This design comes from an exercise in tuning for a short achievable clock period and few clock cycles on the open sky130 flow, not from production work.
Function was checked by simulation only, so behaviour that the tests miss may differ from the original.
No activity file was given, so power comes from the tool's default toggle rates.

==> flow/design.v (excerpt) <==
module CPU(reset,
           clk,
           imem_addr,
           imem_data,
           dmem_addr,
           dmem_wdata,
           dmem_we,
           dmem_rdata);
    input reset;
    input clk;
    output [31:0] imem_addr;
    input [31:0] imem_data;
    output [31:0] dmem_addr;
    output [31:0] dmem_wdata;
    output dmem_we;
    input [31:0] dmem_rdata;
    wire        mispredict_EX;
    wire [31:0] redirect_pc_EX;
    wire        redirect_ID;
    wire [31:0] btarget_ID;
    wire [31:0] rtarget_ID;
    wire        stall_ID;
    reg  [31:0] pc;
    wire [31:0] pcp4_IF = pc + 32'd4;
    assign imem_addr = pc;
    wire [5:0] op_IF    = imem_data[31:26];
    wire [5:0] fn_IF    = imem_data[5:0];
    wire       rtype_IF = (op_IF == 6'h00);
    wire       jmp_IF   = (op_IF[5:1] == 5'b00001);                                    
    wire       link_IF  = (op_IF == 6'h03) || (rtype_IF && fn_IF == 6'h09);            
    wire [31:0] jtarget_IF = {pcp4_IF[31:28], imem_data[25:0], 2'b00};
    reg [31:0] shadow_ra;
    localparam NB = 8;
    localparam NR = 4;
    reg [NB-1:0] btb_v;
    reg [29:0]   btb_tag [0:NB-1];
    reg [29:0]   btb_tgt [0:NB-1];
    reg [2:0]    btb_ptr;
    reg [NR-1:0] ret_v;
    reg [29:0]   ret_tag [0:NR-1];
    reg [1:0]    ret_ptr;
    reg          btb_hit;
    reg [29:0]   btb_out;
    integer k;
    always @(*) begin
        btb_hit = 1'b0;
        btb_out = 30'b0;
        for (k = 0; k < NB; k = k + 1) begin
            if (btb_v[k] && btb_tag[k] == pc[31:2]) begin
                btb_hit = 1'b1;
                btb_out = btb_out | btb_tgt[k];
            end
        end
        for (k = 0; k < NR; k = k + 1) begin
            if (ret_v[k] && ret_tag[k] == pc[31:2]) begin
                btb_hit = 1'b1;
                btb_out = btb_out | shadow_ra[31:2];
            end
        end
    end
    wire        pred_IF  = btb_hit;
    wire        hold_IF  = redirect_ID | stall_ID | btb_hit;
    wire [31:0] early_pc = redirect_ID ? rtarget_ID :
                           stall_ID    ? pc :
                           btb_hit     ? {btb_out, 2'b00} :
                           pcp4_IF;
    wire [31:0] other_pc = mispredict_EX ? redirect_pc_EX :
  ...
clock: 8.7 ns
lec_check: 0
cap_margin: 20
core_margin: 2
core_utilization: 40
slew_margin: 20
synth_hierarchical: 1
standard.sh (not shown) runs the stock make flow with config.mk's settings and CLKGATE_MAP_FILE= SYNTH_SCRIPT=/design/flow/synth_recipe.tcl, a recipe that flattens the netlist after the stock synthesis.
==> flow/flow/run.sh <==
#!/bin/bash
# The standard layout (standard.sh, unchanged synthesis and steps) with two
# settings changed through the environment:
# * stronger buffers on the ports: ORFS's default port buffer here is a slow
#   delay cell, which sits on every path from an input (the memories' read
#   data arrive 20% of the period after the edge);
export BUFFER_PORTS_ARGS="-buffer_cell sky130_fd_sc_hd__buf_4"
export SETUP_SLACK_MARGIN=6
bash standard.sh > standard.log 2>&1
status=$?
tail -20 standard.log
exit $status
The baseline finished with timing, DRC and antenna clean.
Testbench counts at the start, summed over its fixed seeds: cycles 29,751.
Next try:
--- a/flow/design.v
+++ b/flow/design.v
@@ -377,40 +377,51 @@
     .o_sel_srl(dec_IF[34]),
     .o_sel_sra(dec_IF[35])
     );
     reg        valid_ID;
     reg [31:0] ins_ID;
     reg [31:0] pc_ID;
     reg [31:0] pcp4_ID;
     reg        pred_ID;
     reg [31:0] ptgt_ID;
     reg [31:0] rs_sel_ID;
     reg [31:0] rt_sel_ID;
+    reg        rs_ex_ID;
+    reg        rt_ex_ID;
     reg [35:0] dec_ID;
     always @(posedge clk or posedge reset) begin
         if (reset)                              valid_ID <= 1'b0;
         else if (mispredict_EX || redirect_ID)  valid_ID <= 1'b0;
         else if (!stall_ID)                     valid_ID <= 1'b1;
     end
     always @(posedge clk) begin
         if (!stall_ID) begin
             ins_ID    <= imem_data;
             pc_ID     <= pc;
             pcp4_ID   <= pcp4_IF;
             pred_ID   <= pred_IF;
             ptgt_ID   <= shadow_ra;
             rs_sel_ID <= 32'd1 << imem_data[25:21];
             rt_sel_ID <= 32'd1 << imem_data[20:16];
             dec_ID    <= dec_IF;
         end
     end
+    always @(posedge clk) begin
+        if (stall_ID) begin
+            rs_ex_ID <= 1'b0;
+            rt_ex_ID <= 1'b0;
+        end else begin
+            rs_ex_ID <= (imem_data[25:21] == dec_ID[24:20]) && (dec_ID[24:20] != 5'd0);
+            rt_ex_ID <= (imem_data[20:16] == dec_ID[24:20]) && (dec_ID[24:20] != 5'd0);
+        end
+    end
     wire [5:0]  op  = ins_ID[31:26];
     wire [4:0]  rs  = ins_ID[25:21];
     wire [4:0]  rt  = ins_ID[20:16];
     wire [4:0]  rd  = ins_ID[15:11];
     wire [4:0]  sh  = ins_ID[10:6];
     wire [5:0]  fn  = ins_ID[5:0];
     wire [15:0] imm = ins_ID[15:0];
     wire r_alu   = dec_ID[0];
     wire r_jrx   = dec_ID[1];
     wire jr31    = dec_ID[2];
     wire link    = dec_ID[3];
@@ -432,45 +443,45 @@
     reg [4:0]  dest_MEM;
     reg        ld_MEM;
     reg [31:0] res_MEM;
     wire [31:0] alu_out;
     wire [31:0] alu_sum;
     wire [31:0] alu_diff;
     wire [31:0] alu_other;
     wire        alu_lt;
     reg         sel_add_EX, sel_sub_EX;
     reg [31:0]  a_EX, b_EX, s_EX, t_EX;
     wire wr_EX = valid_EX && wrd_EX;
-    assign stall_ID = valid_ID && valid_EX && ld_EX && wrd_EX &&
-                      ((use_rs && dest_EX == rs) || (use_rt && dest_EX == rt));
+    assign stall_ID = valid_ID && valid_EX && ld_EX &&
+                      ((use_rs && rs_ex_ID) || (use_rt && rt_ex_ID));
     wire [31:0] rf1;
     wire [31:0] rf2;
     RegisterFile U_RegisterFile(
     .reset(reset),
     .clk(clk),
     .i_reg_write(wr_MEM),
     .i_read_select1(rs_sel_ID),
     .i_read_select2(rt_sel_ID),
     .i_write_register(dest_MEM),
     .i_write_data(val_MEM),
     .o_read_data1(rf1),
     .o_read_data2(rf2)
     );
     wire [31:0] val_MEM = ld_MEM ? dmem_rdata : res_MEM;
     wire [31:0] rsv = (wr_MEM && dest_MEM == rs) ? val_MEM :
                       rf1;
     wire [31:0] rtv = (wr_MEM && dest_MEM == rt) ? val_MEM :
                       rf2;
-    wire xs = wr_EX && !ld_EX && dest_EX == rs;
-    wire xt = wr_EX && !ld_EX && dest_EX == rt;
-    wire ld_sd = wr_EX && ld_EX && dest_EX == rt;
+    wire xs = valid_EX && !ld_EX && rs_ex_ID;
+    wire xt = valid_EX && !ld_EX && rt_ex_ID;
+    wire ld_sd = valid_EX && ld_EX && rt_ex_ID;
     wire [31:0] immext = i_lui  ? {imm, 16'h0000} :
                          i_andi ? {16'h0000, imm} :
                          {{16{imm[15]}}, imm};
     wire [31:0] a_in = i_lui ? 32'd0 : link ? pcp4_ID : rsv;
     wire [31:0] b_in = i_imm ? immext : link ? 32'd0 : rtv;
     wire        a_x  = xs && !(i_lui || link);
     wire        b_x  = xt && !(i_imm || link);
     wire btarget_c;
     Adder32 U_BTARGET(.i_a(pcp4_ID), .i_b({{14{imm[15]}}, imm, 2'b00}), .i_cin(1'b0),
                       .o_sum(btarget_ID), .o_cout(btarget_c));
     wire        zero_test = dec_ID[12];
Outcome:
- The new run finished clean
- utilization went down by 1.3 points
- final area decreases by about 2.6%
- critical path depth rose by 1
- synthesized area decreases by 0.42%
- fmax came out higher by 2.7%
- hold slack gets worse by 23 ps
- combinational power increases by about 9%
- worst setup slack gains 95 ps
- flip-flop and latch count rises by 2
Testbench counts after the change, summed over its fixed seeds: cycles 29,751.

-- re-timing with driven ports --
No port has a modelled driver above. Below, the same layouts with a new extraction and two added sets of constraints. Step 1 sets driving cells, clkbuf_16 on the clock port and buf_2 on the other inputs (assumed; they add their load-dependent delay and slew). Step 2 times the ports against the registers' clock, not the clock port: input delays grow and output delays shrink by t, the midpoint of the rising clock arrivals with the driver on. Three values: ideal, step 1, step 2; two values: the first two.
run	t, ns	setup WS [ns]	worst setup path after step 2
the first run	1.043	5.065 / 5.020 / 4.625	input to register
the second run	1.002	5.160 / 5.094 / 4.701	input to register
After both steps setup and hold are still met in every run listed. For the second run, which loses most, drivers alone change the setup slack by -0.066 ns; drivers and shift together by -0.459 ns.
